From an optimization exercise on the open Yosys and OpenROAD flow, aimed at small area, a short achievable clock period and few clock cycles per item; shortcuts taken in it are not production practice.
The RTL was checked by simulation tests, not by an equivalence proof against the original design.

### flow/design.v
module LUT (
    input      [14:0] step,     
    output reg [31:0] value
);
    always @(*) begin
        value = 32'h0;
        if (step[0]) value = value | 32'h2D000000;
        if (step[1]) value = value | 32'h1A90F0F5;
        if (step[2]) value = value | 32'h0E0926A5;
        if (step[3]) value = value | 32'h072023D0;
        if (step[4]) value = value | 32'h03937ABF;
        if (step[5]) value = value | 32'h01C95CAD;
        if (step[6]) value = value | 32'h00E492E5;
        if (step[7]) value = value | 32'h00722D16;
        if (step[8]) value = value | 32'h00391D3F;
        if (step[9]) value = value | 32'h001CC3DD;
        if (step[10]) value = value | 32'h000E2487;
        if (step[11]) value = value | 32'h00072290;
        if (step[12]) value = value | 32'h0003917C;
        if (step[13]) value = value | 32'h0001E66E;
        if (step[14]) value = value | 32'h0000E557;
    end
endmodule
module add_sk (input [31:0] a, input [31:0] b, input cin, output [31:0] s);
  wire [31:0] p = a ^ b;
  wire [31:0] g0 = a & b;
  wire gc0 = g0[0] | (p[0] & cin);
  wire g_0_1 = g0[1] | (p[1] & gc0);
  wire p_0_1 = p[1] & p[0];
  wire g_0_3 = g0[3] | (p[3] & g0[2]);
  wire p_0_3 = p[3] & p[2];
  wire g_0_5 = g0[5] | (p[5] & g0[4]);
  wire p_0_5 = p[5] & p[4];
  wire g_0_7 = g0[7] | (p[7] & g0[6]);
  wire p_0_7 = p[7] & p[6];
  wire g_0_9 = g0[9] | (p[9] & g0[8]);
  wire p_0_9 = p[9] & p[8];
  wire g_0_11 = g0[11] | (p[11] & g0[10]);
  wire p_0_11 = p[11] & p[10];
  wire g_0_13 = g0[13] | (p[13] & g0[12]);
  wire p_0_13 = p[13] & p[12];
  wire g_0_15 = g0[15] | (p[15] & g0[14]);
  wire p_0_15 = p[15] & p[14];
  wire g_0_17 = g0[17] | (p[17] & g0[16]);
  wire p_0_17 = p[17] & p[16];
  wire g_0_19 = g0[19] | (p[19] & g0[18]);
  wire p_0_19 = p[19] & p[18];
  wire g_0_21 = g0[21] | (p[21] & g0[20]);
  wire p_0_21 = p[21] & p[20];
  wire g_0_23 = g0[23] | (p[23] & g0[22]);
  wire p_0_23 = p[23] & p[22];
  wire g_0_25 = g0[25] | (p[25] & g0[24]);
  wire p_0_25 = p[25] & p[24];
  wire g_0_27 = g0[27] | (p[27] & g0[26]);
  wire p_0_27 = p[27] & p[26];
  wire g_0_29 = g0[29] | (p[29] & g0[28]);
  wire p_0_29 = p[29] & p[28];
  wire g_0_31 = g0[31] | (p[31] & g0[30]);
  wire p_0_31 = p[31] & p[30];
  wire g_1_2 = g0[2] | (p[2] & g_0_1);
  wire p_1_2 = p[2] & p_0_1;
  wire g_1_3 = g_0_3 | (p_0_3 & g_0_1);
  wire p_1_3 = p_0_3 & p_0_1;
  wire g_1_6 = g0[6] | (p[6] & g_0_5);
  wire p_1_6 = p[6] & p_0_5;
  wire g_1_7 = g_0_7 | (p_0_7 & g_0_5);
  wire p_1_7 = p_0_7 & p_0_5;
  wire g_1_10 = g0[10] | (p[10] & g_0_9);
  wire p_1_10 = p[10] & p_0_9;
  wire g_1_11 = g_0_11 | (p_0_11 & g_0_9);
  wire p_1_11 = p_0_11 & p_0_9;
  wire g_1_14 = g0[14] | (p[14] & g_0_13);
  wire p_1_14 = p[14] & p_0_13;
  wire g_1_15 = g_0_15 | (p_0_15 & g_0_13);
  wire p_1_15 = p_0_15 & p_0_13;
  wire g_1_18 = g0[18] | (p[18] & g_0_17);
  wire p_1_18 = p[18] & p_0_17;
  wire g_1_19 = g_0_19 | (p_0_19 & g_0_17);
  wire p_1_19 = p_0_19 & p_0_17;
  wire g_1_22 = g0[22] | (p[22] & g_0_21);
  wire p_1_22 = p[22] & p_0_21;
  wire g_1_23 = g_0_23 | (p_0_23 & g_0_21);
  wire p_1_23 = p_0_23 & p_0_21;
  wire g_1_26 = g0[26] | (p[26] & g_0_25);
  wire p_1_26 = p[26] & p_0_25;
  wire g_1_27 = g_0_27 | (p_0_27 & g_0_25);
  wire p_1_27 = p_0_27 & p_0_25;
  wire g_1_30 = g0[30] | (p[30] & g_0_29);
  wire p_1_30 = p[30] & p_0_29;
  wire g_1_31 = g_0_31 | (p_0_31 & g_0_29);
  wire p_1_31 = p_0_31 & p_0_29;
  wire g_2_4 = g0[4] | (p[4] & g_1_3);
  wire p_2_4 = p[4] & p_1_3;
  wire g_2_5 = g_0_5 | (p_0_5 & g_1_3);
  wire p_2_5 = p_0_5 & p_1_3;
  wire g_2_6 = g_1_6 | (p_1_6 & g_1_3);
  wire p_2_6 = p_1_6 & p_1_3;
  wire g_2_7 = g_1_7 | (p_1_7 & g_1_3);
  wire p_2_7 = p_1_7 & p_1_3;
  wire g_2_12 = g0[12] | (p[12] & g_1_11);
  wire p_2_12 = p[12] & p_1_11;
  wire g_2_13 = g_0_13 | (p_0_13 & g_1_11);
  wire p_2_13 = p_0_13 & p_1_11;
  wire g_2_14 = g_1_14 | (p_1_14 & g_1_11);
  wire p_2_14 = p_1_14 & p_1_11;
  wire g_2_15 = g_1_15 | (p_1_15 & g_1_11);
  wire p_2_15 = p_1_15 & p_1_11;
  wire g_2_20 = g0[20] | (p[20] & g_1_19);
  wire p_2_20 = p[20] & p_1_19;
  wire g_2_21 = g_0_21 | (p_0_21 & g_1_19);
  wire p_2_21 = p_0_21 & p_1_19;
  wire g_2_22 = g_1_22 | (p_1_22 & g_1_19);
  wire p_2_22 = p_1_22 & p_1_19;
  wire g_2_23 = g_1_23 | (p_1_23 & g_1_19);
  wire p_2_23 = p_1_23 & p_1_19;
  wire g_2_28 = g0[28] | (p[28] & g_1_27);
  wire p_2_28 = p[28] & p_1_27;
  wire g_2_29 = g_0_29 | (p_0_29 & g_1_27);
  wire p_2_29 = p_0_29 & p_1_27;
  wire g_2_30 = g_1_30 | (p_1_30 & g_1_27);
  wire p_2_30 = p_1_30 & p_1_27;
  wire g_2_31 = g_1_31 | (p_1_31 & g_1_27);
  wire p_2_31 = p_1_31 & p_1_27;
  wire g_3_8 = g0[8] | (p[8] & g_2_7);
  wire p_3_8 = p[8] & p_2_7;
  wire g_3_9 = g_0_9 | (p_0_9 & g_2_7);
  wire p_3_9 = p_0_9 & p_2_7;
  wire g_3_10 = g_1_10 | (p_1_10 & g_2_7);
  wire p_3_10 = p_1_10 & p_2_7;
  wire g_3_11 = g_1_11 | (p_1_11 & g_2_7);
  wire p_3_11 = p_1_11 & p_2_7;
  wire g_3_12 = g_2_12 | (p_2_12 & g_2_7);
  wire p_3_12 = p_2_12 & p_2_7;
  wire g_3_13 = g_2_13 | (p_2_13 & g_2_7);
  wire p_3_13 = p_2_13 & p_2_7;
  wire g_3_14 = g_2_14 | (p_2_14 & g_2_7);
  wire p_3_14 = p_2_14 & p_2_7;
  wire g_3_15 = g_2_15 | (p_2_15 & g_2_7);
  wire p_3_15 = p_2_15 & p_2_7;
  wire g_3_24 = g0[24] | (p[24] & g_2_23);
  wire p_3_24 = p[24] & p_2_23;
  wire g_3_25 = g_0_25 | (p_0_25 & g_2_23);
  wire p_3_25 = p_0_25 & p_2_23;
  wire g_3_26 = g_1_26 | (p_1_26 & g_2_23);
  wire p_3_26 = p_1_26 & p_2_23;
  wire g_3_27 = g_1_27 | (p_1_27 & g_2_23);
  wire p_3_27 = p_1_27 & p_2_23;
  wire g_3_28 = g_2_28 | (p_2_28 & g_2_23);
  wire p_3_28 = p_2_28 & p_2_23;
  wire g_3_29 = g_2_29 | (p_2_29 & g_2_23);
  wire p_3_29 = p_2_29 & p_2_23;
  wire g_3_30 = g_2_30 | (p_2_30 & g_2_23);
  wire p_3_30 = p_2_30 & p_2_23;
  wire g_3_31 = g_2_31 | (p_2_31 & g_2_23);
  wire p_3_31 = p_2_31 & p_2_23;
  wire g_4_16 = g0[16] | (p[16] & g_3_15);
  wire p_4_16 = p[16] & p_3_15;
  wire g_4_17 = g_0_17 | (p_0_17 & g_3_15);
  wire p_4_17 = p_0_17 & p_3_15;
  wire g_4_18 = g_1_18 | (p_1_18 & g_3_15);
  wire p_4_18 = p_1_18 & p_3_15;
  wire g_4_19 = g_1_19 | (p_1_19 & g_3_15);
  wire p_4_19 = p_1_19 & p_3_15;
  wire g_4_20 = g_2_20 | (p_2_20 & g_3_15);
  wire p_4_20 = p_2_20 & p_3_15;
  wire g_4_21 = g_2_21 | (p_2_21 & g_3_15);
  wire p_4_21 = p_2_21 & p_3_15;
  wire g_4_22 = g_2_22 | (p_2_22 & g_3_15);
  wire p_4_22 = p_2_22 & p_3_15;
  wire g_4_23 = g_2_23 | (p_2_23 & g_3_15);
  wire p_4_23 = p_2_23 & p_3_15;
  wire g_4_24 = g_3_24 | (p_3_24 & g_3_15);
  wire p_4_24 = p_3_24 & p_3_15;
  wire g_4_25 = g_3_25 | (p_3_25 & g_3_15);
  wire p_4_25 = p_3_25 & p_3_15;
  wire g_4_26 = g_3_26 | (p_3_26 & g_3_15);
  wire p_4_26 = p_3_26 & p_3_15;
  wire g_4_27 = g_3_27 | (p_3_27 & g_3_15);
  wire p_4_27 = p_3_27 & p_3_15;
  wire g_4_28 = g_3_28 | (p_3_28 & g_3_15);
  wire p_4_28 = p_3_28 & p_3_15;
  wire g_4_29 = g_3_29 | (p_3_29 & g_3_15);
  wire p_4_29 = p_3_29 & p_3_15;
  wire g_4_30 = g_3_30 | (p_3_30 & g_3_15);
  wire p_4_30 = p_3_30 & p_3_15;
  wire g_4_31 = g_3_31 | (p_3_31 & g_3_15);
  wire p_4_31 = p_3_31 & p_3_15;
  assign s = p ^ {g_4_30, g_4_29, g_4_28, g_4_27, g_4_26, g_4_25, g_4_24, g_4_23, g_4_22, g_4_21, g_4_20, g_4_19, g_4_18, g_4_17, g_4_16, g_3_15, g_3_14, g_3_13, g_3_12, g_3_11, g_3_10, g_3_9, g_3_8, g_2_7, g_2_6, g_2_5, g_2_4, g_1_3, g_1_2, g_0_1, gc0, cin};
endmodule
module rsh (
    input  [31:0] d,
    input  [3:0]  lo,
    input  [3:0]  hi,
    output [31:0] q
);
    wire [46:0] de = {{15{d[31]}}, d};
    wire [43:0] t;
    genvar j;
    generate
        for (j = 0; j < 44; j = j + 1) begin : s1
            assign t[j] = (lo[0] & de[j]) | (lo[1] & de[j + 1]) |
                          (lo[2] & de[j + 2]) | (lo[3] & de[j + 3]);
        end
        for (j = 0; j < 32; j = j + 1) begin : s2
            assign q[j] = (hi[0] & t[j]) | (hi[1] & t[j + 4]) |
                          (hi[2] & t[j + 8]) | (hi[3] & t[j + 12]);
        end
    endgenerate
endmodule
module R_CORDIC (
    input  [31:0] x,
    output [31:0] s,
    output [31:0] c,
    output        cin
);
    wire w1 = x[31] ^ ~x[27];
    wire w2 = x[31] & ~x[27];
    wire w3 = ~x[28] ^ x[24];
    wire w4 = ~x[28] & x[24];
    wire w5 = ~x[29] ^ x[25];
    wire w6 = ~x[29] & x[25];
    wire w7 = ~x[30] ^ x[26];
    wire w8 = ~x[30] & x[26];
    wire w9 = ~x[15] ^ ~x[11];
    wire w10 = ~x[15] & ~x[11];
    wire w11 = ~x[16] ^ ~x[12];
    wire w12 = ~x[16] & ~x[12];
    wire w13 = ~x[17] ^ ~x[13];
    wire w14 = ~x[17] & ~x[13];
    wire w15 = ~x[18] ^ ~x[14] ^ x[10];
    wire w16 = (~x[18] & ~x[14]) | (~x[18] & x[10]) | (~x[14] & x[10]);
    wire w17 = x[8] ^ ~x[6];
    wire w18 = x[8] & ~x[6];
    wire w19 = ~x[19] ^ ~x[15] ^ x[11];
    wire w20 = (~x[19] & ~x[15]) | (~x[19] & x[11]) | (~x[15] & x[11]);
    wire w21 = x[9] ^ ~x[7];
    wire w22 = x[9] & ~x[7];
    wire w23 = ~x[20] ^ ~x[16] ^ x[12];
    wire w24 = (~x[20] & ~x[16]) | (~x[20] & x[12]) | (~x[16] & x[12]);
    wire w25 = x[10] ^ ~x[8];
    wire w26 = x[10] & ~x[8];
    wire w27 = ~x[21] ^ ~x[17] ^ x[13];
    wire w28 = (~x[21] & ~x[17]) | (~x[21] & x[13]) | (~x[17] & x[13]);
    wire w29 = x[11] ^ ~x[9] ^ ~x[6];
    wire w30 = (x[11] & ~x[9]) | (x[11] & ~x[6]) | (~x[9] & ~x[6]);
    wire w31 = ~x[22] ^ ~x[18] ^ x[14];
    wire w32 = (~x[22] & ~x[18]) | (~x[22] & x[14]) | (~x[18] & x[14]);
    wire w33 = x[12] ^ ~x[10] ^ ~x[7];
    wire w34 = (x[12] & ~x[10]) | (x[12] & ~x[7]) | (~x[10] & ~x[7]);
    wire w35 = ~x[23] ^ ~x[19] ^ x[15];
    wire w36 = (~x[23] & ~x[19]) | (~x[23] & x[15]) | (~x[19] & x[15]);
    wire w37 = x[13] ^ ~x[11] ^ ~x[8];
    wire w38 = (x[13] & ~x[11]) | (x[13] & ~x[8]) | (~x[11] & ~x[8]);
    wire w39 = ~x[5] ^ x[2];
    wire w40 = ~x[5] & x[2];
    wire w41 = ~x[24] ^ ~x[20] ^ x[16];
    wire w42 = (~x[24] & ~x[20]) | (~x[24] & x[16]) | (~x[20] & x[16]);
    wire w43 = x[14] ^ ~x[12] ^ ~x[9];
    wire w44 = (x[14] & ~x[12]) | (x[14] & ~x[9]) | (~x[12] & ~x[9]);
    wire w45 = ~x[6] ^ x[3] ^ x[1];
    wire w46 = (~x[6] & x[3]) | (~x[6] & x[1]) | (x[3] & x[1]);
    wire w47 = ~x[25] ^ ~x[21] ^ x[17];
    wire w48 = (~x[25] & ~x[21]) | (~x[25] & x[17]) | (~x[21] & x[17]);
    wire w49 = x[15] ^ ~x[13] ^ ~x[10];
    wire w50 = (x[15] & ~x[13]) | (x[15] & ~x[10]) | (~x[13] & ~x[10]);
    wire w51 = ~x[7] ^ x[4] ^ x[2];
    wire w52 = (~x[7] & x[4]) | (~x[7] & x[2]) | (x[4] & x[2]);
    wire w53 = ~x[26] ^ ~x[22] ^ x[18];
    wire w54 = (~x[26] & ~x[22]) | (~x[26] & x[18]) | (~x[22] & x[18]);
    wire w55 = x[16] ^ ~x[14] ^ ~x[11];
    wire w56 = (x[16] & ~x[14]) | (x[16] & ~x[11]) | (~x[14] & ~x[11]);
    wire w57 = ~x[8] ^ x[5] ^ x[3];
    wire w58 = (~x[8] & x[5]) | (~x[8] & x[3]) | (x[5] & x[3]);
    wire w59 = ~x[27] ^ ~x[23] ^ x[19];
    wire w60 = (~x[27] & ~x[23]) | (~x[27] & x[19]) | (~x[23] & x[19]);
    wire w61 = x[17] ^ ~x[15] ^ ~x[12];
    wire w62 = (x[17] & ~x[15]) | (x[17] & ~x[12]) | (~x[15] & ~x[12]);
    wire w63 = ~x[9] ^ x[6] ^ x[4];
    wire w64 = (~x[9] & x[6]) | (~x[9] & x[4]) | (x[6] & x[4]);
    wire w65 = ~x[28] ^ ~x[24] ^ x[20];
    wire w66 = (~x[28] & ~x[24]) | (~x[28] & x[20]) | (~x[24] & x[20]);
    wire w67 = x[18] ^ ~x[16] ^ ~x[13];
    wire w68 = (x[18] & ~x[16]) | (x[18] & ~x[13]) | (~x[16] & ~x[13]);
    wire w69 = ~x[10] ^ x[7] ^ x[5];
    wire w70 = (~x[10] & x[7]) | (~x[10] & x[5]) | (x[7] & x[5]);
    wire w71 = ~x[29] ^ ~x[25] ^ x[21];
    wire w72 = (~x[29] & ~x[25]) | (~x[29] & x[21]) | (~x[25] & x[21]);
    wire w73 = x[19] ^ ~x[17] ^ ~x[14];
    wire w74 = (x[19] & ~x[17]) | (x[19] & ~x[14]) | (~x[17] & ~x[14]);
    wire w75 = ~x[11] ^ x[8] ^ x[6];
    wire w76 = (~x[11] & x[8]) | (~x[11] & x[6]) | (x[8] & x[6]);
    wire w77 = ~x[30] ^ ~x[26] ^ x[22];
    wire w78 = (~x[30] & ~x[26]) | (~x[30] & x[22]) | (~x[26] & x[22]);
    wire w79 = x[20] ^ ~x[18] ^ ~x[15];
    wire w80 = (x[20] & ~x[18]) | (x[20] & ~x[15]) | (~x[18] & ~x[15]);
    wire w81 = ~x[12] ^ x[9] ^ x[7];
    wire w82 = (~x[12] & x[9]) | (~x[12] & x[7]) | (x[9] & x[7]);
    wire w83 = w1 ^ x[23] ^ x[21];
    wire w84 = (w1 & x[23]) | (w1 & x[21]) | (x[23] & x[21]);
    wire w85 = ~x[19] ^ ~x[16] ^ ~x[13];
    wire w86 = (~x[19] & ~x[16]) | (~x[19] & ~x[13]) | (~x[16] & ~x[13]);
    wire w87 = x[10] ^ x[8] ^ 1'b1;
    wire w88 = (x[10] & x[8]) | (x[10] & 1'b1) | (x[8] & 1'b1);
    wire w89 = w3 ^ x[22] ^ ~x[20];
    wire w90 = (w3 & x[22]) | (w3 & ~x[20]) | (x[22] & ~x[20]);
    wire w91 = ~x[17] ^ ~x[14] ^ x[11];
    wire w92 = (~x[17] & ~x[14]) | (~x[17] & x[11]) | (~x[14] & x[11]);
    wire w93 = x[9] ^ 1'b1 ^ w2;
    wire w94 = (x[9] & 1'b1) | (x[9] & w2) | (1'b1 & w2);
    wire w95 = w5 ^ x[23] ^ ~x[21];
    wire w96 = (w5 & x[23]) | (w5 & ~x[21]) | (x[23] & ~x[21]);
    wire w97 = ~x[18] ^ ~x[15] ^ x[12];
    wire w98 = (~x[18] & ~x[15]) | (~x[18] & x[12]) | (~x[15] & x[12]);
    wire w99 = x[10] ^ 1'b1 ^ w4;
    wire w100 = (x[10] & 1'b1) | (x[10] & w4) | (1'b1 & w4);
    wire w101 = w7 ^ x[24] ^ ~x[22];
    wire w102 = (w7 & x[24]) | (w7 & ~x[22]) | (x[24] & ~x[22]);
    wire w103 = ~x[19] ^ ~x[16] ^ x[13];
    wire w104 = (~x[19] & ~x[16]) | (~x[19] & x[13]) | (~x[16] & x[13]);
    wire w105 = x[11] ^ 1'b1 ^ w6;
    wire w106 = (x[11] & 1'b1) | (x[11] & w6) | (1'b1 & w6);
    wire w107 = x[31] ^ x[27] ^ x[25];
    wire w108 = (x[31] & x[27]) | (x[31] & x[25]) | (x[27] & x[25]);
    wire w109 = ~x[23] ^ ~x[20] ^ ~x[17];
    wire w110 = (~x[23] & ~x[20]) | (~x[23] & ~x[17]) | (~x[20] & ~x[17]);
    wire w111 = x[14] ^ x[12] ^ w8;
    wire w112 = (x[14] & x[12]) | (x[14] & w8) | (x[12] & w8);
    wire w113 = x[28] ^ x[26] ^ ~x[24];
    wire w114 = (x[28] & x[26]) | (x[28] & ~x[24]) | (x[26] & ~x[24]);
    wire w115 = ~x[21] ^ ~x[18] ^ x[15];
    wire w116 = (~x[21] & ~x[18]) | (~x[21] & x[15]) | (~x[18] & x[15]);
    wire w117 = x[13] ^ 1'b1;
    wire w118 = x[13] & 1'b1;
    wire w119 = x[29] ^ x[27] ^ ~x[25];
    wire w120 = (x[29] & x[27]) | (x[29] & ~x[25]) | (x[27] & ~x[25]);
    wire w121 = ~x[22] ^ ~x[19] ^ x[16];
    wire w122 = (~x[22] & ~x[19]) | (~x[22] & x[16]) | (~x[19] & x[16]);
    wire w123 = x[14] ^ 1'b1;
    wire w124 = x[14] & 1'b1;
    wire w125 = x[30] ^ x[28] ^ ~x[26];
    wire w126 = (x[30] & x[28]) | (x[30] & ~x[26]) | (x[28] & ~x[26]);
    wire w127 = ~x[23] ^ ~x[20] ^ x[17];
    wire w128 = (~x[23] & ~x[20]) | (~x[23] & x[17]) | (~x[20] & x[17]);
    wire w129 = x[15] ^ 1'b1;
    wire w130 = x[15] & 1'b1;
    wire w131 = ~x[31] ^ x[29] ^ ~x[27];
    wire w132 = (~x[31] & x[29]) | (~x[31] & ~x[27]) | (x[29] & ~x[27]);
    wire w133 = ~x[24] ^ ~x[21] ^ x[18];
    wire w134 = (~x[24] & ~x[21]) | (~x[24] & x[18]) | (~x[21] & x[18]);
    wire w135 = x[30] ^ ~x[28] ^ ~x[25];
    wire w136 = (x[30] & ~x[28]) | (x[30] & ~x[25]) | (~x[28] & ~x[25]);
    wire w137 = ~x[22] ^ x[19];
    wire w138 = ~x[22] & x[19];
    wire w139 = ~x[31] ^ ~x[29] ^ ~x[26];
    wire w140 = (~x[31] & ~x[29]) | (~x[31] & ~x[26]) | (~x[29] & ~x[26]);
    wire w141 = ~x[30] ^ ~x[27];
    wire w142 = ~x[30] & ~x[27];
    wire w143 = ~x[12] ^ ~x[8] ^ x[4];
    wire w144 = (~x[12] & ~x[8]) | (~x[12] & x[4]) | (~x[8] & x[4]);
    wire w145 = ~x[13] ^ ~x[9] ^ x[5];
    wire w146 = (~x[13] & ~x[9]) | (~x[13] & x[5]) | (~x[9] & x[5]);
    wire w147 = ~x[14] ^ ~x[10] ^ x[6];
    wire w148 = (~x[14] & ~x[10]) | (~x[14] & x[6]) | (~x[10] & x[6]);
    wire w149 = w9 ^ x[7] ^ x[5];
    wire w150 = (w9 & x[7]) | (w9 & x[5]) | (x[7] & x[5]);
    wire w151 = ~x[3] ^ ~x[0];
    wire w152 = ~x[3] & ~x[0];
    wire w153 = w11 ^ x[8] ^ x[6];
    wire w154 = (w11 & x[8]) | (w11 & x[6]) | (x[8] & x[6]);
    wire w155 = ~x[4] ^ ~x[1] ^ w10;
    wire w156 = (~x[4] & ~x[1]) | (~x[4] & w10) | (~x[1] & w10);
    wire w157 = w13 ^ x[9] ^ x[7];
    wire w158 = (w13 & x[9]) | (w13 & x[7]) | (x[9] & x[7]);
    wire w159 = ~x[5] ^ ~x[2] ^ w12;
    wire w160 = (~x[5] & ~x[2]) | (~x[5] & w12) | (~x[2] & w12);
    wire w161 = w15 ^ w17 ^ ~x[3];
    wire w162 = (w15 & w17) | (w15 & ~x[3]) | (w17 & ~x[3]);
    wire w163 = ~x[0] ^ 1'b1 ^ w14;
    wire w164 = (~x[0] & 1'b1) | (~x[0] & w14) | (1'b1 & w14);
    wire w165 = w19 ^ w21 ^ ~x[4];
    wire w166 = (w19 & w21) | (w19 & ~x[4]) | (w21 & ~x[4]);
    wire w167 = ~x[1] ^ w16 ^ w18;
    wire w168 = (~x[1] & w16) | (~x[1] & w18) | (w16 & w18);
    wire w169 = w23 ^ w25 ^ ~x[5];
    wire w170 = (w23 & w25) | (w23 & ~x[5]) | (w25 & ~x[5]);
    wire w171 = ~x[2] ^ w20 ^ w22;
    wire w172 = (~x[2] & w20) | (~x[2] & w22) | (w20 & w22);
    wire w173 = w27 ^ w29 ^ ~x[3];
    wire w174 = (w27 & w29) | (w27 & ~x[3]) | (w29 & ~x[3]);
    wire w175 = x[0] ^ w24 ^ w26;
    wire w176 = (x[0] & w24) | (x[0] & w26) | (w24 & w26);
    wire w177 = w31 ^ w33 ^ ~x[4];
    wire w178 = (w31 & w33) | (w31 & ~x[4]) | (w33 & ~x[4]);
    wire w179 = x[1] ^ w28 ^ w30;
    wire w180 = (x[1] & w28) | (x[1] & w30) | (w28 & w30);
    wire w181 = w35 ^ w37 ^ w39;
    wire w182 = (w35 & w37) | (w35 & w39) | (w37 & w39);
    wire w183 = x[0] ^ w32 ^ w34;
    wire w184 = (x[0] & w32) | (x[0] & w34) | (w32 & w34);
    wire w185 = w41 ^ w43 ^ w45;
    wire w186 = (w41 & w43) | (w41 & w45) | (w43 & w45);
    wire w187 = w36 ^ w38 ^ w40;
    wire w188 = (w36 & w38) | (w36 & w40) | (w38 & w40);
    wire w189 = w47 ^ w49 ^ w51;
    wire w190 = (w47 & w49) | (w47 & w51) | (w49 & w51);
    wire w191 = w42 ^ w44 ^ w46;
    wire w192 = (w42 & w44) | (w42 & w46) | (w44 & w46);
    wire w193 = w53 ^ w55 ^ w57;
    wire w194 = (w53 & w55) | (w53 & w57) | (w55 & w57);
    wire w195 = w48 ^ w50 ^ w52;
    wire w196 = (w48 & w50) | (w48 & w52) | (w50 & w52);
    wire w197 = w59 ^ w61 ^ w63;
    wire w198 = (w59 & w61) | (w59 & w63) | (w61 & w63);
    wire w199 = w54 ^ w56 ^ w58;
    wire w200 = (w54 & w56) | (w54 & w58) | (w56 & w58);
    wire w201 = w65 ^ w67 ^ w69;
    wire w202 = (w65 & w67) | (w65 & w69) | (w67 & w69);
    wire w203 = w60 ^ w62 ^ w64;
    wire w204 = (w60 & w62) | (w60 & w64) | (w62 & w64);
    wire w205 = w71 ^ w73 ^ w75;
    wire w206 = (w71 & w73) | (w71 & w75) | (w73 & w75);
    wire w207 = w66 ^ w68 ^ w70;
    wire w208 = (w66 & w68) | (w66 & w70) | (w68 & w70);
    wire w209 = w77 ^ w79 ^ w81;
    wire w210 = (w77 & w79) | (w77 & w81) | (w79 & w81);
    wire w211 = w72 ^ w74 ^ w76;
    wire w212 = (w72 & w74) | (w72 & w76) | (w74 & w76);
    wire w213 = w83 ^ w85 ^ w87;
    wire w214 = (w83 & w85) | (w83 & w87) | (w85 & w87);
    wire w215 = w78 ^ w80 ^ w82;
    wire w216 = (w78 & w80) | (w78 & w82) | (w80 & w82);
    wire w217 = w89 ^ w91 ^ w93;
    wire w218 = (w89 & w91) | (w89 & w93) | (w91 & w93);
    wire w219 = w84 ^ w86 ^ w88;
    wire w220 = (w84 & w86) | (w84 & w88) | (w86 & w88);
    wire w221 = w95 ^ w97 ^ w99;
    wire w222 = (w95 & w97) | (w95 & w99) | (w97 & w99);
    wire w223 = w90 ^ w92 ^ w94;
    wire w224 = (w90 & w92) | (w90 & w94) | (w92 & w94);
    wire w225 = w101 ^ w103 ^ w105;
    wire w226 = (w101 & w103) | (w101 & w105) | (w103 & w105);
    wire w227 = w96 ^ w98 ^ w100;
    wire w228 = (w96 & w98) | (w96 & w100) | (w98 & w100);
    wire w229 = w107 ^ w109 ^ w111;
    wire w230 = (w107 & w109) | (w107 & w111) | (w109 & w111);
    wire w231 = w102 ^ w104 ^ w106;
    wire w232 = (w102 & w104) | (w102 & w106) | (w104 & w106);
    wire w233 = w113 ^ w115 ^ w117;
    wire w234 = (w113 & w115) | (w113 & w117) | (w115 & w117);
    wire w235 = w108 ^ w110 ^ w112;
    wire w236 = (w108 & w110) | (w108 & w112) | (w110 & w112);
    wire w237 = w119 ^ w121 ^ w123;
    wire w238 = (w119 & w121) | (w119 & w123) | (w121 & w123);
    wire w239 = w114 ^ w116 ^ w118;
    wire w240 = (w114 & w116) | (w114 & w118) | (w116 & w118);
    wire w241 = w125 ^ w127 ^ w129;
    wire w242 = (w125 & w127) | (w125 & w129) | (w127 & w129);
    wire w243 = w120 ^ w122 ^ w124;
    wire w244 = (w120 & w122) | (w120 & w124) | (w122 & w124);
    wire w245 = w131 ^ w133 ^ x[16];
    wire w246 = (w131 & w133) | (w131 & x[16]) | (w133 & x[16]);
    wire w247 = w126 ^ w128 ^ w130;
    wire w248 = (w126 & w128) | (w126 & w130) | (w128 & w130);
    wire w249 = w135 ^ w137 ^ x[17];
    wire w250 = (w135 & w137) | (w135 & x[17]) | (w137 & x[17]);
    wire w251 = 1'b1 ^ w132 ^ w134;
    wire w252 = (1'b1 & w132) | (1'b1 & w134) | (w132 & w134);
    wire w253 = w139 ^ ~x[23] ^ x[20];
    wire w254 = (w139 & ~x[23]) | (w139 & x[20]) | (~x[23] & x[20]);
    wire w255 = x[18] ^ w136 ^ w138;
    wire w256 = (x[18] & w136) | (x[18] & w138) | (w136 & w138);
    wire w257 = w141 ^ ~x[24] ^ x[21];
    wire w258 = (w141 & ~x[24]) | (w141 & x[21]) | (~x[24] & x[21]);
    wire w259 = x[19] ^ 1'b1 ^ w140;
    wire w260 = (x[19] & 1'b1) | (x[19] & w140) | (1'b1 & w140);
    wire w261 = x[31] ^ ~x[28] ^ ~x[25];
    wire w262 = (x[31] & ~x[28]) | (x[31] & ~x[25]) | (~x[28] & ~x[25]);
    wire w263 = x[22] ^ x[20] ^ w142;
    wire w264 = (x[22] & x[20]) | (x[22] & w142) | (x[20] & w142);
    wire w265 = ~x[29] ^ ~x[26] ^ x[23];
    wire w266 = (~x[29] & ~x[26]) | (~x[29] & x[23]) | (~x[26] & x[23]);
    wire w267 = x[21] ^ 1'b1;
    wire w268 = x[21] & 1'b1;
    wire w269 = ~x[30] ^ ~x[27] ^ x[24];
    wire w270 = (~x[30] & ~x[27]) | (~x[30] & x[24]) | (~x[27] & x[24]);
    wire w271 = x[22] ^ 1'b1;
    wire w272 = x[22] & 1'b1;
    wire w273 = x[31] ^ ~x[28] ^ x[25];
    wire w274 = (x[31] & ~x[28]) | (x[31] & x[25]) | (~x[28] & x[25]);
    wire w275 = ~x[29] ^ x[26];
    wire w276 = ~x[29] & x[26];
    wire w277 = ~x[30] ^ x[27];
    wire w278 = ~x[30] & x[27];
    wire w279 = ~x[10] ^ ~x[6];
    wire w280 = ~x[10] & ~x[6];
    wire w281 = ~x[11] ^ ~x[7] ^ x[3];
    wire w282 = (~x[11] & ~x[7]) | (~x[11] & x[3]) | (~x[7] & x[3]);
    wire w283 = w143 ^ x[2] ^ ~x[0];
    wire w284 = (w143 & x[2]) | (w143 & ~x[0]) | (x[2] & ~x[0]);
    wire w285 = w145 ^ x[3] ^ ~x[1];
    wire w286 = (w145 & x[3]) | (w145 & ~x[1]) | (x[3] & ~x[1]);
    wire w287 = w147 ^ x[4] ^ ~x[2];
    wire w288 = (w147 & x[4]) | (w147 & ~x[2]) | (x[4] & ~x[2]);
    wire w289 = w149 ^ w151 ^ 1'b1;
    wire w290 = (w149 & w151) | (w149 & 1'b1) | (w151 & 1'b1);
    wire w291 = w153 ^ w155 ^ w150;
    wire w292 = (w153 & w155) | (w153 & w150) | (w155 & w150);
    wire w293 = w157 ^ w159 ^ w154;
    wire w294 = (w157 & w159) | (w157 & w154) | (w159 & w154);
    wire w295 = w161 ^ w163 ^ w158;
    wire w296 = (w161 & w163) | (w161 & w158) | (w163 & w158);
    wire w297 = w165 ^ w167 ^ w162;
    wire w298 = (w165 & w167) | (w165 & w162) | (w167 & w162);
    wire w299 = w169 ^ w171 ^ w166;
    wire w300 = (w169 & w171) | (w169 & w166) | (w171 & w166);
    wire w301 = w173 ^ w175 ^ w170;
    wire w302 = (w173 & w175) | (w173 & w170) | (w175 & w170);
    wire w303 = w177 ^ w179 ^ w174;
    wire w304 = (w177 & w179) | (w177 & w174) | (w179 & w174);
    wire w305 = w181 ^ w183 ^ w178;
    wire w306 = (w181 & w183) | (w181 & w178) | (w183 & w178);
    wire w307 = w185 ^ w187 ^ w182;
    wire w308 = (w185 & w187) | (w185 & w182) | (w187 & w182);
    wire w309 = w189 ^ w191 ^ w186;
    wire w310 = (w189 & w191) | (w189 & w186) | (w191 & w186);
    wire w311 = w193 ^ w195 ^ w190;
    wire w312 = (w193 & w195) | (w193 & w190) | (w195 & w190);
    wire w313 = w197 ^ w199 ^ w194;
    wire w314 = (w197 & w199) | (w197 & w194) | (w199 & w194);
    wire w315 = w201 ^ w203 ^ w198;
    wire w316 = (w201 & w203) | (w201 & w198) | (w203 & w198);
    wire w317 = w205 ^ w207 ^ w202;
    wire w318 = (w205 & w207) | (w205 & w202) | (w207 & w202);
    wire w319 = w209 ^ w211 ^ w206;
    wire w320 = (w209 & w211) | (w209 & w206) | (w211 & w206);
    wire w321 = w213 ^ w215 ^ w210;
    wire w322 = (w213 & w215) | (w213 & w210) | (w215 & w210);
    wire w323 = w217 ^ w219 ^ w214;
    wire w324 = (w217 & w219) | (w217 & w214) | (w219 & w214);
    wire w325 = w221 ^ w223 ^ w218;
    wire w326 = (w221 & w223) | (w221 & w218) | (w223 & w218);
    wire w327 = w225 ^ w227 ^ w222;
    wire w328 = (w225 & w227) | (w225 & w222) | (w227 & w222);
    wire w329 = w229 ^ w231 ^ w226;
    wire w330 = (w229 & w231) | (w229 & w226) | (w231 & w226);
    wire w331 = w233 ^ w235 ^ w230;
    wire w332 = (w233 & w235) | (w233 & w230) | (w235 & w230);
    wire w333 = w237 ^ w239 ^ w234;
    wire w334 = (w237 & w239) | (w237 & w234) | (w239 & w234);
    wire w335 = w241 ^ w243 ^ w238;
    wire w336 = (w241 & w243) | (w241 & w238) | (w243 & w238);
    wire w337 = w245 ^ w247 ^ w242;
    wire w338 = (w245 & w247) | (w245 & w242) | (w247 & w242);
    wire w339 = w249 ^ w251 ^ w246;
    wire w340 = (w249 & w251) | (w249 & w246) | (w251 & w246);
    wire w341 = w253 ^ w255 ^ w250;
    wire w342 = (w253 & w255) | (w253 & w250) | (w255 & w250);
    wire w343 = w257 ^ w259 ^ w254;
    wire w344 = (w257 & w259) | (w257 & w254) | (w259 & w254);
    wire w345 = w261 ^ w263 ^ w258;
    wire w346 = (w261 & w263) | (w261 & w258) | (w263 & w258);
    wire w347 = w265 ^ w267 ^ w262;
    wire w348 = (w265 & w267) | (w265 & w262) | (w267 & w262);
    wire w349 = w269 ^ w271 ^ w266;
    wire w350 = (w269 & w271) | (w269 & w266) | (w271 & w266);
    wire w351 = w273 ^ x[23] ^ w270;
    wire w352 = (w273 & x[23]) | (w273 & w270) | (x[23] & w270);
    wire w353 = w275 ^ x[24] ^ 1'b1;
    wire w354 = (w275 & x[24]) | (w275 & 1'b1) | (x[24] & 1'b1);
    wire w355 = w277 ^ x[25] ^ 1'b1;
    wire w356 = (w277 & x[25]) | (w277 & 1'b1) | (x[25] & 1'b1);
    wire w357 = x[31] ^ x[28] ^ x[26];
    wire w358 = (x[31] & x[28]) | (x[31] & x[26]) | (x[28] & x[26]);
    wire w359 = x[29] ^ x[27];
    wire w360 = x[29] & x[27];
    wire w361 = x[30] ^ x[28];
    wire w362 = x[30] & x[28];
    wire w363 = ~x[4] ^ ~x[0];
    wire w364 = ~x[4] & ~x[0];
    wire w365 = ~x[5] ^ ~x[1];
    wire w366 = ~x[5] & ~x[1];
    wire w367 = ~x[6] ^ ~x[2];
    wire w368 = ~x[6] & ~x[2];
    wire w369 = ~x[7] ^ ~x[3];
    wire w370 = ~x[7] & ~x[3];
    wire w371 = ~x[8] ^ ~x[4] ^ x[0];
    wire w372 = (~x[8] & ~x[4]) | (~x[8] & x[0]) | (~x[4] & x[0]);
    wire w373 = ~x[9] ^ ~x[5] ^ x[1];
    wire w374 = (~x[9] & ~x[5]) | (~x[9] & x[1]) | (~x[5] & x[1]);
    wire w375 = w279 ^ x[2] ^ x[0];
    wire w376 = (w279 & x[2]) | (w279 & x[0]) | (x[2] & x[0]);
    wire w377 = w281 ^ x[1] ^ w280;
    wire w378 = (w281 & x[1]) | (w281 & w280) | (x[1] & w280);
    wire w379 = w283 ^ 1'b1 ^ w282;
    wire w380 = (w283 & 1'b1) | (w283 & w282) | (1'b1 & w282);
    wire w381 = w285 ^ w144 ^ w284;
    wire w382 = (w285 & w144) | (w285 & w284) | (w144 & w284);
    wire w383 = w287 ^ w146 ^ w286;
    wire w384 = (w287 & w146) | (w287 & w286) | (w146 & w286);
    wire w385 = w289 ^ w148 ^ w288;
    wire w386 = (w289 & w148) | (w289 & w288) | (w148 & w288);
    wire w387 = w291 ^ w152 ^ w290;
    wire w388 = (w291 & w152) | (w291 & w290) | (w152 & w290);
    wire w389 = w293 ^ w156 ^ w292;
    wire w390 = (w293 & w156) | (w293 & w292) | (w156 & w292);
    wire w391 = w295 ^ w160 ^ w294;
    wire w392 = (w295 & w160) | (w295 & w294) | (w160 & w294);
    wire w393 = w297 ^ w164 ^ w296;
    wire w394 = (w297 & w164) | (w297 & w296) | (w164 & w296);
    wire w395 = w299 ^ w168 ^ w298;
    wire w396 = (w299 & w168) | (w299 & w298) | (w168 & w298);
    wire w397 = w301 ^ w172 ^ w300;
    wire w398 = (w301 & w172) | (w301 & w300) | (w172 & w300);
    wire w399 = w303 ^ w176 ^ w302;
    wire w400 = (w303 & w176) | (w303 & w302) | (w176 & w302);
    wire w401 = w305 ^ w180 ^ w304;
    wire w402 = (w305 & w180) | (w305 & w304) | (w180 & w304);
    wire w403 = w307 ^ w184 ^ w306;
    wire w404 = (w307 & w184) | (w307 & w306) | (w184 & w306);
    wire w405 = w309 ^ w188 ^ w308;
    wire w406 = (w309 & w188) | (w309 & w308) | (w188 & w308);
    wire w407 = w311 ^ w192 ^ w310;
    wire w408 = (w311 & w192) | (w311 & w310) | (w192 & w310);
    wire w409 = w313 ^ w196 ^ w312;
    wire w410 = (w313 & w196) | (w313 & w312) | (w196 & w312);
    wire w411 = w315 ^ w200 ^ w314;
    wire w412 = (w315 & w200) | (w315 & w314) | (w200 & w314);
    wire w413 = w317 ^ w204 ^ w316;
    wire w414 = (w317 & w204) | (w317 & w316) | (w204 & w316);
    wire w415 = w319 ^ w208 ^ w318;
    wire w416 = (w319 & w208) | (w319 & w318) | (w208 & w318);
    wire w417 = w321 ^ w212 ^ w320;
    wire w418 = (w321 & w212) | (w321 & w320) | (w212 & w320);
    wire w419 = w323 ^ w216 ^ w322;
    wire w420 = (w323 & w216) | (w323 & w322) | (w216 & w322);
    wire w421 = w325 ^ w220 ^ w324;
    wire w422 = (w325 & w220) | (w325 & w324) | (w220 & w324);
    wire w423 = w327 ^ w224 ^ w326;
    wire w424 = (w327 & w224) | (w327 & w326) | (w224 & w326);
    wire w425 = w329 ^ w228 ^ w328;
    wire w426 = (w329 & w228) | (w329 & w328) | (w228 & w328);
    wire w427 = w331 ^ w232 ^ w330;
    wire w428 = (w331 & w232) | (w331 & w330) | (w232 & w330);
    wire w429 = w333 ^ w236 ^ w332;
    wire w430 = (w333 & w236) | (w333 & w332) | (w236 & w332);
    wire w431 = w335 ^ w240 ^ w334;
    wire w432 = (w335 & w240) | (w335 & w334) | (w240 & w334);
    wire w433 = w337 ^ w244 ^ w336;
    wire w434 = (w337 & w244) | (w337 & w336) | (w244 & w336);
    wire w435 = w339 ^ w248 ^ w338;
    wire w436 = (w339 & w248) | (w339 & w338) | (w248 & w338);
    wire w437 = w341 ^ w252 ^ w340;
    wire w438 = (w341 & w252) | (w341 & w340) | (w252 & w340);
    wire w439 = w343 ^ w256 ^ w342;
    wire w440 = (w343 & w256) | (w343 & w342) | (w256 & w342);
    wire w441 = w345 ^ w260 ^ w344;
    wire w442 = (w345 & w260) | (w345 & w344) | (w260 & w344);
    wire w443 = w347 ^ w264 ^ w346;
    wire w444 = (w347 & w264) | (w347 & w346) | (w264 & w346);
    wire w445 = w349 ^ w268 ^ w348;
    wire w446 = (w349 & w268) | (w349 & w348) | (w268 & w348);
    wire w447 = w351 ^ w272 ^ w350;
    wire w448 = (w351 & w272) | (w351 & w350) | (w272 & w350);
    wire w449 = w353 ^ w274 ^ w352;
    wire w450 = (w353 & w274) | (w353 & w352) | (w274 & w352);
    wire w451 = w355 ^ w276 ^ w354;
    wire w452 = (w355 & w276) | (w355 & w354) | (w276 & w354);
    wire w453 = w357 ^ w278 ^ w356;
    wire w454 = (w357 & w278) | (w357 & w356) | (w278 & w356);
    wire w455 = w359 ^ 1'b1 ^ w358;
    wire w456 = (w359 & 1'b1) | (w359 & w358) | (1'b1 & w358);
    wire w457 = w361 ^ 1'b1 ^ w360;
    wire w458 = (w361 & 1'b1) | (w361 & w360) | (1'b1 & w360);
    wire w459 = ~x[31] ^ x[29] ^ w362;
    wire w460 = (~x[31] & x[29]) | (~x[31] & w362) | (x[29] & w362);
    wire w461 = x[30] ^ 1'b1;
    wire w462 = x[30] & 1'b1;
    wire [23:0] la = {w401, w399, w397, w395, w393, w391, w389, w387, w385, w383, w381, w379, w377, w375, w373, w371, w369, w367, w365, w363, ~x[3], ~x[2], ~x[1], ~x[0]};
    wire [23:0] lb = {w400, w398, w396, w394, w392, w390, w388, w386, w384, w382, w380, w378, w376, w374, w372, w370, w368, w366, w364, 1'b1, 1'b0, 1'b0, 1'b0, 1'b1};
    wire [23:0] lg = la & lb;
    wire [23:0] lp = la | lb;
    wire cg1 = lg[1] | (lp[1] & lg[0]);
    wire cp1 = lp[1] & lp[0];
    wire cg2 = lg[3] | (lp[3] & lg[2]);
    wire cp2 = lp[3] & lp[2];
    wire cg3 = lg[5] | (lp[5] & lg[4]);
    wire cp3 = lp[5] & lp[4];
    wire cg4 = lg[7] | (lp[7] & lg[6]);
    wire cp4 = lp[7] & lp[6];
    wire cg5 = lg[9] | (lp[9] & lg[8]);
    wire cp5 = lp[9] & lp[8];
    wire cg6 = lg[11] | (lp[11] & lg[10]);
    wire cp6 = lp[11] & lp[10];
    wire cg7 = lg[13] | (lp[13] & lg[12]);
    wire cp7 = lp[13] & lp[12];
    wire cg8 = lg[15] | (lp[15] & lg[14]);
    wire cp8 = lp[15] & lp[14];
    wire cg9 = lg[17] | (lp[17] & lg[16]);
    wire cp9 = lp[17] & lp[16];
    wire cg10 = lg[19] | (lp[19] & lg[18]);
    wire cp10 = lp[19] & lp[18];
    wire cg11 = lg[21] | (lp[21] & lg[20]);
    wire cp11 = lp[21] & lp[20];
    wire cg12 = lg[23] | (lp[23] & lg[22]);
    wire cp12 = lp[23] & lp[22];
    wire cg13 = cg2 | (cp2 & cg1);
    wire cp13 = cp2 & cp1;
    wire cg14 = cg4 | (cp4 & cg3);
    wire cp14 = cp4 & cp3;
    wire cg15 = cg6 | (cp6 & cg5);
    wire cp15 = cp6 & cp5;
    wire cg16 = cg8 | (cp8 & cg7);
    wire cp16 = cp8 & cp7;
    wire cg17 = cg10 | (cp10 & cg9);
    wire cp17 = cp10 & cp9;
    wire cg18 = cg12 | (cp12 & cg11);
    wire cp18 = cp12 & cp11;
    wire cg19 = cg14 | (cp14 & cg13);
    wire cp19 = cp14 & cp13;
    wire cg20 = cg16 | (cp16 & cg15);
    wire cp20 = cp16 & cp15;
    wire cg21 = cg18 | (cp18 & cg17);
    wire cp21 = cp18 & cp17;
    wire cg22 = cg20 | (cp20 & cg19);
    wire cp22 = cp20 & cp19;
    wire cg23 = cg21 | (cp21 & cg22);
    wire cp23 = cp21 & cp22;
    assign cin = cg23;
    assign s = {1'b1, ~x[31], w461, w459, w457, w455, w453, w451, w449, w447, w445, w443, w441, w439, w437, w435, w433, w431, w429, w427, w425, w423, w421, w419, w417, w415, w413, w411, w409, w407, w405, w403};
    assign c = {1'b0, w462, w460, w458, w456, w454, w452, w450, w448, w446, w444, w442, w440, w438, w436, w434, w432, w430, w428, w426, w424, w422, w420, w418, w416, w414, w412, w410, w408, w406, w404, w402};
endmodule
module R_CORDIC_Unit (
    input signed [31:0]      i_data_1,
    input signed [31:0]      i_data_2,
    input signed [31:0]      angle,
    input                    en,
    input                    rst,
    input                    clk,
    output signed [31:0]     o_data_1,
    output signed [31:0]     o_data_2,
    output                   done_flag
);
    reg        busy, done;
    reg  [4:0] cnt;
    reg signed [31:0] bx, by, ba;
    reg               bc;
    reg        [3:0]  sxl, sxh;    
    reg        [3:0]  syl, syh;    
    reg        [14:0] oh;          
    reg               fin;     
    reg               hold;    
    reg               sgx;     
    reg               sgy_n;   
    reg               sga_n;   
    wire m1 = cnt == 5'd15;
    wire m2 = cnt == 5'd16;
    wire m3 = cnt == 5'd17;
    wire [4:0]  cnt_n = en ? 5'd0 : busy ? cnt + 5'd1 : cnt;
    wire        fin_n  = !en && busy && (m1 || m2);
    wire        hold_n = !en && busy && m2;
    wire [31:0] t;
    LUT lut (.step(oh), .value(t));
    wire cinx = sgx | (fin & bc);
    wire [31:0] sx, sy;
    rsh rsh_x (.d(bx), .lo(sxl), .hi(sxh), .q(sx));
    rsh rsh_y (.d(by), .lo(syl), .hi(syh), .q(sy));
    wire [31:0] nx, ny, na;
    add_sk add_x (.a(bx), .b(sy ^ {32{sgx}}),   .cin(cinx),  .s(nx));
    add_sk add_y (.a(by), .b(sx ^ {32{sgy_n}}), .cin(sgy_n), .s(ny));
    add_sk add_a (.a(ba), .b(t  ^ {32{sga_n}}), .cin(sga_n), .s(na));
    wire [31:0] ks, kc;
    wire        kci;
    R_CORDIC gain (.x(ba), .s(ks), .c(kc), .cin(kci));
    wire [31:0] ba_n = en ? angle : m1 ? by : (m2 || cnt == 5'd14) ? nx : na;
    wire        sg_n = en ? angle[31] : na[31];
    always @(posedge clk or posedge rst) begin
        if (rst) begin
            busy <= 1'b0;
            done <= 1'b0;
            cnt  <= 5'd0;
        end else begin
            done <= busy && m3;
            cnt  <= cnt_n;
            if (en)
                busy <= 1'b1;
            else if (m3)
                busy <= 1'b0;
        end
    end
    always @(posedge clk) begin
        bc    <= kci;
        fin   <= fin_n;
        hold  <= hold_n;
        sxl   <= 4'd1 << cnt_n[1:0];
        sxh   <= 4'd1 << cnt_n[3:2];
        syl   <= fin_n ? 4'd1 : 4'd1 << cnt_n[1:0];
        syh   <= fin_n ? 4'd1 : 4'd1 << cnt_n[3:2];
        oh    <= en ? 15'd1 : oh << 1;
        sgx   <= sg_n & ~fin_n;
        sgy_n <= ~sg_n;
        sga_n <= ~(sg_n | hold_n);
        ba    <= ba_n;
        if (en) begin
            bx <= i_data_1;
            by <= i_data_2;
        end else if (m1 | m2) begin
            bx <= ks;
            by <= kc;
        end else begin
            bx <= nx;
            by <= ny;
        end
    end
    assign o_data_1  = ba;
    assign o_data_2  = bx;
    assign done_flag = done;
endmodule
### flow/flow/run.sh
#!/bin/bash
set -euo pipefail
export BUFFER_PORTS_ARGS="-buffer_cell sky130_fd_sc_hd__buf_1"
export SETUP_SLACK_MARGIN=5.5
bash standard.sh > standard.log 2>&1
### flow/standard.sh
#!/bin/bash
# synth_recipe.tcl (not shown) runs the flow's synth.tcl, then flattens the netlist and writes it again
# the make line also repeats each setting of config.mk as NAME=value (left out here)
make -C /OpenROAD-flow-scripts/flow DESIGN_CONFIG=/design/flow/config.mk WORK_HOME=/design/flow/orfs CLKGATE_MAP_FILE= SYNTH_SCRIPT=/design/flow/synth_recipe.tcl "${@:-finish}"
### flow/config.mk
export PLATFORM = sky130hd
export DESIGN_NAME = R_CORDIC_Unit
export DESIGN_NICKNAME = R_CORDIC_Unit
export VERILOG_FILES = /design/flow/design.v
export SDC_FILE = /design/flow/constraint.sdc
export NUM_CORES = 4
export LEC_CHECK = 0
export CAP_MARGIN = 20
export CORE_MARGIN = 2
export CORE_UTILIZATION = 60
export PLACE_DENSITY = 0.7
export SLEW_MARGIN = 20
### flow/constraint.sdc
create_clock -name core_clock -period 10.0 [get_ports {clk}]
set_input_delay 2.0000 -clock core_clock [delete_from_list [all_inputs] [get_ports {clk}]]
set_output_delay 2.0000 -clock core_clock [all_outputs]
set_load 0.01 [all_outputs]
==> reports/qor.yml, run 1 <==
fp.dieArea_um2: 31400
synthCells: 2091
wirelength_mm: 63.2
netlist_area_um2: 18000
hold_buffers: 0
skew_ns: 0.0267
dr_total_vias: 16755
dp.cells: 2553
synth_ff_type: "dfxtp_1"
synth_top_cell_by_area: "fa_1"
min_from: "oh[0]"
place.gp.congestion: 0.994
drc: 0
tns_ns: 0
synth.area.top_cells: "fa_1, dfxtp_1, ha_1"
fin_cells: 2588
worst_pin_slew_ns: 0.983
cts_tree: "built"
synth-async-reset-ratio: 0.0504
cts_root_buf: "clkbuf_16"
period_share: 0.439
portBuffers: 163
diodes: 0
cts.clk_slew.worst_paths_ns: 0.08
gr-total-overflow: 0
cp-start-kind: "flop"
final.setup.worst_slack_ns: 5.61
r2r_cells: 11
period_needed_ns: 4.39
final_hold_viol_count: 0
ant_nets: 0
worst_hold_path.endpoint: "oh[1]"
final_max_slew_viol_count: 0
grt_pass1_wl_mm: 94.3
drtIter0Drc: 1957
crit_arrival_ns: 4.73
fmax_mhz: 228
cp_max_fo: 8
ys_seq_area_frac: 0.157
layout_common_cells: "inv_1, fa_1, nand2_1"
firstDrtPassIters: 7
syn_avg_cell_area_um2: 8.60
fillerInstances: 2588
r2r_slack_ns: 5.61
synth_nets: 2532
cts.sink_count: 139
crit_path_end_kind: "flop"
layout_commonest_cell: "inv_1"
pre_cts_slack_ns: 5.36
viasPerCell: 6.47
drive_gt1_frac: 0.0537
cts.path.max_buffers: 2
synthDominantCellAreaShare: 0.228
htree_levels: 4
core-area_um2: 29600
path_class: "reg -> reg"
dp_hpwl_mm: 49.5
grt_max_degree: 88
holdPathStages: 1
die_h_um: 177
worst_skew_pair.late_latency_ns: 0.47
dieWidth_um: 177
numCtsBuffers: 17
ys_warn_count: 2
syn_to_final_growth_pct: 8.74
rsz0062_at_grt: "false"
initial_core_util: 0.609
grt_pass1_vias: 16169
critPathRequiredTime_ns: 10.34
setup_violations: 0
synth_seq_cells: 139
antenna_found_initial: 0
synth_edf_count: 0
relSlewSlack: 0.342
rows: 63
hold_path_class: "reg -> reg"
synth_cell_type_count: 84
ios: 164
fin_nets: 2626
track_usage: 0.407
routedWlPerCell_um: 24.4
rr_endpoint: "bc"
outcome: "no timing/DRC/antenna violations"
drv_cap: 0
r2r_start: "ba[19]"
-- sequential cells by signal, indices dropped and copies added (netlist names) --
name / count
bc: 1
sgy_n: 1
by: 32
sgx: 1
fin: 1
cnt: 5
busy: 1
syl: 4
oh: 15
ba: 32
done: 1
sxl: 4
sga_n: 1
syh: 4
bx: 32
sxh: 4
-- synth_stat cells (12+ instances only) --
| cell type | count |
|---|---|
| inv_1 | 233 |
| fa_1 | 205 |
| nand2_1 | 198 |
| a22oi_1 | 142 |
| ha_1 | 137 |
| a21oi_1 | 135 |
| dfxtp_1 | 132 |
| nor2_1 | 115 |
| o21ai_0 | 107 |
| xnor2_1 | 103 |
| clkbuf_1 | 100 |
| xor2_1 | 63 |
| a221oi_1 | 35 |
| a22o_1 | 30 |
| mux2i_1 | 25 |
| nor3_1 | 25 |
| a21o_1 | 23 |
| a211oi_1 | 22 |
| nor2b_1 | 21 |
| a31oi_1 | 17 |
| nand3_1 | 16 |
| nand2b_1 | 15 |
| nor4_1 | 13 |
| o21a_1 | 13 |
| o22ai_1 | 12 |
-- worst max path at each step --
stage | from | to | slack (ns)
after floorplan | oh[4] | ba[17] | 5.83
after global placement | syl[2] | bx[28] | 5.37
after detailed placement | sxl[1] | by[29] | 5.36
after CTS | syl[2] | bx[28] | 5.46
after global routing | oh[1] | ba[17] | 5.50
final | ba[19] | bc | 5.61
-- repair_timing --
action / CTS / global route
pin swaps: 2 / 2
setup buffers: 1 / 2
endpoints found under the setup margin: 20 / 46
gates resized for setup: 5 / 30
-- through the flow --
stage               area [µm²]   util  hold slack, ns
finish                   19600  0.662           0.526
global route             19600  0.662           0.567
CTS                      19400  0.658           0.536
detailed placement       18800  0.637           0.522
global placement         18800  0.637           0.523
floorplan                18000      -           0.498
-- critical path: stages (launching register included) --
cell and delay (ns):
dfxtp_1 0.67, inv_1 0.35, fa_1 0.55, fa_1 0.54
inv_1 0.06, fa_1 0.52, fa_1 0.57, nand2_1 0.08
a311o_1 0.38, and2_1 0.17, o311ai_1 0.21, o221ai_1 0.15
-- per-layer routing --
layer / part of all wire / track usage
met2: 0.45 / 0.635
met5: 0 / 0
met1: 0.39 / 0.513
met4: 0.071 / 0.265
met3: 0.095 / 0.0838
-- final cells by class --
type                            instances  area (µm²)  area share
Timing Repair Buffer                  190         833      0.0426
Inverter                              233         875      0.0447
Clock inverter                         11         146     0.00748
Sequential cell                       139        2830       0.145
Clock buffer                           21         440      0.0225
Multi-Input combinational cell       1604       13900       0.713
Tap cell                              390         488      0.0249
-- cell families after synthesis --
logic type               count (synthesis)  synth area share
AO/OA/AOI/OAI                          607             0.231
XOR/XNOR                               166            0.0808
adder cells (fa/ha/maj)                344             0.325
buffers and inverters                  348            0.0744
flip-flops                             139             0.157
multiplexers                            32            0.0183
AND/OR/NAND/NOR                        455             0.114
Testbench counts, summed over its fixed seeds: cycles 9,736, items 512.
==> run 2, diff against run 1 <==
--- a/flow/config.mk
+++ b/flow/config.mk
@@ -10,2 +10,3 @@
 export CORE_UTILIZATION = 60
+export CTS_BUF_LIST = sky130_fd_sc_hd__clkbuf_8 sky130_fd_sc_hd__clkbuf_16
 export PLACE_DENSITY = 0.7
==> reports/qor.yml, run 2 <==
hold_buffers: 0  # unchanged
crit_path_end_kind: "flop"  # unchanged
drv_cap: 0  # unchanged
setup_violations: 0  # unchanged
ys_warn_count: 2  # unchanged
routedWlPerCell_um: 24.4  # about the same
min_from: "oh[0]"  # unchanged
r2r_start: "ba[19]"  # unchanged
place.gp.congestion: 0.994  # unchanged
grt_max_degree: 88  # unchanged
seqCellArea_um2: 2830  # unchanged
synth_edf_count: 0  # unchanged
fin_cells: 2588  # unchanged
r2r_cells: 11  # unchanged
period_share: 0.438  # was 0.439
tns_ns: 0  # unchanged
worst_skew_pair.late_latency_ns: 0.47  # about the same
track_usage: 0.407  # about the same
ios: 164  # unchanged
dr_total_vias: 16716  # was 16,755
outcome: "no timing/DRC/antenna violations"  # unchanged
fillerInstances: 2588  # unchanged
syn_avg_cell_area_um2: 8.60  # unchanged
dp_hpwl_mm: 49.5  # unchanged
initial_core_util: 0.609  # unchanged
fp.dieArea_um2: 31400  # unchanged
cts.path.max_buffers: 2  # unchanged
cts.sink_count: 139  # unchanged
use_met3: 0.0838  # unchanged
synth.area.top_cells: "fa_1, dfxtp_1, ha_1"  # unchanged
synth_top_cell_by_area: "fa_1"  # unchanged
final_util: 0.662  # about the same
firstDrtPassIters: 7  # unchanged
rsz0062_at_grt: "false"  # unchanged
ant_nets: 0  # unchanged
gr-total-overflow: 0  # unchanged
rows: 63  # unchanged
portBuffers: 163  # unchanged
skew_ns: 0.0262  # was 0.0267 ns
final_hold_viol_count: 0  # unchanged
hold_slack_ns: 0.526  # about the same
layout_commonest_cell: "inv_1"  # unchanged
fin_nets: 2626  # unchanged
critPathRequiredTime_ns: 10.34  # about the same
layout_common_cells: "inv_1, fa_1, nand2_1"  # unchanged
synth_cell_type_count: 84  # unchanged
hold_path_class: "reg -> reg"  # unchanged
core-area_um2: 29600  # unchanged
drive_gt1_frac: 0.0532  # was 0.0537
synth_ff_type: "dfxtp_1"  # unchanged
multiInputGateArea_um2: 13900  # about the same
syn_to_final_growth_pct: 8.72  # was 8.74%
relSlewSlack: 0.338  # was 0.342
synth-async-reset-ratio: 0.0504  # unchanged
die_h_um: 177  # unchanged
antenna_found_initial: 0  # unchanged
worst_pin_slew_ns: 0.989  # was 0.983 ns
cts.clk_slew.worst_paths_ns: 0.08  # about the same
synth_seq_cells: 139  # unchanged
grtUsageMet1: 0.513  # about the same
cts_root_buf: "clkbuf_16"  # unchanged
drc: 0  # unchanged
cp-startpoint: "ba[19]"  # unchanged
synth_nets: 2532  # unchanged
dp.cells: 2553  # unchanged
grt_pass1_vias: 16176  # was 16,169
fmax_mhz: 228  # about the same
use_met2: 0.634  # was 0.635
cp-start-kind: "flop"  # unchanged
synthCells: 2091  # unchanged
diodes: 0  # unchanged
holdPathStages: 1  # unchanged
period_needed_ns: 4.38  # was 4.39 ns
netlist_top_cells_count: "inv_1, fa_1, nand2_1"  # unchanged
final_max_slew_viol_count: 0  # unchanged
dieWidth_um: 177  # unchanged
path_class: "reg -> reg"  # unchanged
htree_levels: 4  # unchanged
cts_tree: "built"  # unchanged
numCtsBuffers: 17  # unchanged
synthDominantCellAreaShare: 0.228  # unchanged
top_usage_layer: "met2"  # unchanged
viasPerCell: 6.46  # was 6.47
synth.most_common_cell: "inv_1"  # unchanged
cp_max_fo: 8  # unchanged
drtIter0Drc: 1884  # was 1,957
ys_seq_area_frac: 0.157  # unchanged
reg_top3: "ba (32), bx (32), by (32)"  # unchanged
grt_pass1_wl_mm: 94.3  # about the same
wirelength_mm: 63.0  # was 63.2 mm
crit_arrival_ns: 4.72  # was 4.73 ns
netlist_area_um2: 18000  # unchanged
-- run 2: worst paths after layout --
check	end	slack, ns
setup / recovery	bc	5.62
min in group asynchronous	cnt[2]	1.44
hold / removal	oh[1]	0.53
hold reg to reg	oh[1]	0.53
setup reg to reg	bc	5.62
max in group asynchronous	busy	8.35
-- run 2: through the flow --
stage,area (µm²),worst slack (ns)
floorplan,18000,5.83
global placement,18800,5.37
detailed placement,18800,5.36
CTS,19400,5.46
global route,19600,5.48
finish,19600,5.62
-- run 2: final cells by class --
type                    count  share of cell area
clock buffers              17              0.0217
clock inverters            15             0.00825
inverters                 233              0.0447
multi-input cells        1604               0.713
flip-flops and latches    139               0.145
well taps                 390              0.0249
repair buffers            190              0.0426
-- run 2: what timing repair did --
| action | CTS | global route |
|---|---|---|
| endpoints found under the setup margin | 20 | 46 |
| resized for setup | 5 | 29 |
| pin swaps | 2 | 2 |
| setup buffers | 1 | 2 |
-- run 2: cells by family after synthesis --
kind of cell,count (synthesis),share of synthesized area
AO/OA/AOI/OAI,607,0.231
flip-flops,139,0.157
multiplexers,32,0.0183
adder cells (fa/ha/maj),344,0.325
XOR/XNOR,166,0.0808
AND/OR/NAND/NOR,455,0.114
buffers and inverters,348,0.0744
-- run 2: layer usage --
layer | part of all wire | vias up
met3 | 0.098 | 227
met4 | 0.075 | 0
li1 | - | 7450
met2 | 0.44 | 1070
met1 | 0.38 | 7969
met5 | 0 | -
-- run 2: critical path: stages (launching register included) --
cell and delay, ns:
dfxtp_1 0.68, inv_1 0.36, fa_1 0.56, fa_1 0.53
inv_1 0.06, fa_1 0.52, fa_1 0.57, nand2_1 0.07
a311o_1 0.38, and2_1 0.17, o311ai_1 0.21, o221ai_1 0.15
==> run 3, diff against run 2 <==
==> flow/flow/run.sh (replaced) <==
#!/bin/bash
set -euo pipefail
export BUFFER_PORTS_ARGS="-buffer_cell sky130_fd_sc_hd__buf_1"
export SETUP_SLACK_MARGIN=5.75
bash standard.sh > standard.log 2>&1
--- a/flow/config.mk
+++ b/flow/config.mk
@@ -10,3 +10,2 @@
 export CORE_UTILIZATION = 60
-export CTS_BUF_LIST = sky130_fd_sc_hd__clkbuf_8 sky130_fd_sc_hd__clkbuf_16
 export PLACE_DENSITY = 0.7
==> reports/qor.yml, run 3 <==
seqCellArea_um2: 2860  # was 2830 µm²
critical-path-max-stage-delay_ns: 0.58  # was 0.68 ns
dp_hpwl_mm: 49.5  # unchanged
antenna_found_initial: 0  # unchanged
r2r_start: "ba[15]"  # was ba[19]
cp-startpoint: "ba[15]"  # was ba[19]
synth_ff_type: "dfxtp_1"  # unchanged
multiInputGateArea_um2: 14200  # was 13,900 µm²
routedWlPerCell_um: 24.6  # was 24.4 µm
netlist_area_um2: 18000  # unchanged
crit_arrival_ns: 4.50  # was 4.72 ns
drive_gt1_frac: 0.0895  # was 0.0532
htree_levels: 4  # unchanged
critPathRequiredTime_ns: 10.33  # was 10.34 ns
synth-async-reset-ratio: 0.0504  # unchanged
drtIter0Drc: 1931  # was 1,884
cts_tree: "built"  # unchanged
grt_max_degree: 88  # unchanged
tns_ns: 0  # unchanged
cts.clk_slew.worst_paths_ns: 0.08  # about the same
path_delay_family: "adder cells"  # unchanged
fmax_mhz: 240  # was 228 MHz
hold_buffers: 0  # unchanged
fp.dieArea_um2: 31400  # unchanged
synth.area.top_cells: "fa_1, dfxtp_1, ha_1"  # unchanged
setup_violations: 0  # unchanged
path_cells: "inv_1 > fa_1 > fa_1 > inv_1 > fa_1 > fa_1 > nand2_1 > a311o_1 > and2_1 > o311ai_1 > o221ai_1"  # unchanged
path_class: "reg -> reg"  # unchanged
synth_edf_count: 0  # unchanged
r2r_cells: 11  # unchanged
drc: 0  # unchanged
grt_pass1_wl_mm: 94.7  # was 94.3 mm
layout_common_cells: "inv_1, fa_1, nand2_1"  # unchanged
viasPerCell: 6.44  # was 6.46
synth_top_cell_by_area: "fa_1"  # unchanged
synth_cell_type_count: 84  # unchanged
cts.path.max_buffers: 2  # unchanged
outcome: "no timing/DRC/antenna violations"  # unchanged
relSlewSlack: 0.332  # was 0.338
skew_ns: 0.0227  # was 0.0262 ns
final_hold_viol_count: 0  # unchanged
holdPathStages: 1  # unchanged
hold_slack_ns: 0.524  # was 0.526 ns
cp_max_fo: 7  # was 8
die_h_um: 177  # unchanged
worst_pin_slew_ns: 0.999  # was 0.989 ns
synthDominantCellAreaShare: 0.228  # unchanged
wirelength_mm: 64.4  # was 63.0 mm
## run 3: cell types whose count changed in the layout (fill, tap and decap cells not counted), moves of 5 or more
| cell | delta |
|---|---|
| a221oi_1 | -7 |
| a221oi_2 | +7 |
| a22oi_1 | -5 |
| a22oi_2 | +5 |
| buf_4 | +22 |
| dfxtp_1 | -11 |
| dfxtp_2 | +5 |
| dfxtp_4 | +6 |
| inv_1 | -8 |
## run 3: worst register-to-register path, delay by kind of cell (launching register included)
| kind | cells | cell delay [ns] |
|---|---|---|
| adder cells (fa/ha/maj) | 4 | 2.17 |
| buffers and inverters | 2 | 0.38 |
| AO/OA/AOI/OAI | 3 | 0.75 |
| flip-flops | 1 | 0.53 |
| AND/OR/NAND/NOR | 2 | 0.25 |
## run 3: area by class of cell
type                    instances  share of cell area
clock inverters                11             0.00728
repair buffers                215              0.0533
well taps                     390              0.0243
multi-input cells            1604               0.707
flip-flops and latches        139               0.142
clock buffers                  21              0.0219
inverters                     233              0.0442
## run 3: path summary, 6_finish.rpt
check	end	slack, ns
max in group asynchronous	cnt[3]	8.35
hold / removal	oh[5]	0.52
min in group asynchronous	cnt[2]	1.44
setup / recovery	bc	5.83
hold reg to reg	oh[5]	0.52
setup reg to reg	bc	5.83
## run 3: routing by layer
layer  track usage  vias to the layer above  wire (µm)
met3        0.0930                      226       6130
li1              -                     7504          -
met1         0.512                     8117      24800
met4         0.273                        0       4770
met5             0                        -          0
met2         0.634                      981      28700
## run 3: what timing repair did
action | 4_1_cts | 5_1_grt
gates resized for setup | 36 | 77
buffers inserted | 5 | 21
endpoints found under the setup margin | 51 | 50
endpoints found under the hold margin | 0 | 0
pin swaps | 3 | 28
cloned | 0 | 2
## run 3: through the flow
stage	util	setup slack [ns]	area, µm²	cells
global placement	0.637	5.37	18800	2553
detailed placement	0.637	5.36	18800	2553
CTS	0.662	5.74	19600	2590
floorplan	-	5.83	18000	2091
global route	0.681	5.61	20100	2613
finish	0.681	5.83	20100	2613
## run 3: cells by family after synthesis
family | Yosys count | synth area share
AOI/OAI and AO/OA | 607 | 0.231
xor gates and xnor gates | 166 | 0.0808
muxes | 32 | 0.0183
adders and majority gates | 344 | 0.325
DFF | 139 | 0.157
and+or+nand+nor | 455 | 0.114
buffers and inverters | 348 | 0.0744

## port drivers added, routing unchanged
In the flow no input, the clock included, has a driving cell. The finished layouts below were timed again as built, in two steps. Step 1, drivers: a clkbuf_16 drives clk and a buf_2 each remaining input, both assumed. Step 2 times the ports against the registers' clock, not the clock port: input delays grow and output delays shrink by t, the midpoint of the rising clock arrivals with the driver on. a / b / c = ideal / step 1 / step 2; a / b = the first two.
run	t (ns)	setup WS [ns]	hold WS [ns]	worst setup path at the end	worst data-port slew with drivers (ns)
run 1	0.508	5.614 / 5.614 / 5.614	0.526 / 0.526 / 0.526	register to register	0.07
run 2	0.508	5.618 / 5.618 / 5.618	0.526 / 0.526 / 0.526	register to register	0.07
run 3	0.504	5.830 / 5.830 / 5.830	0.524 / 0.524 / 0.524	register to register	0.07
After both steps setup and hold are still met in every run listed.
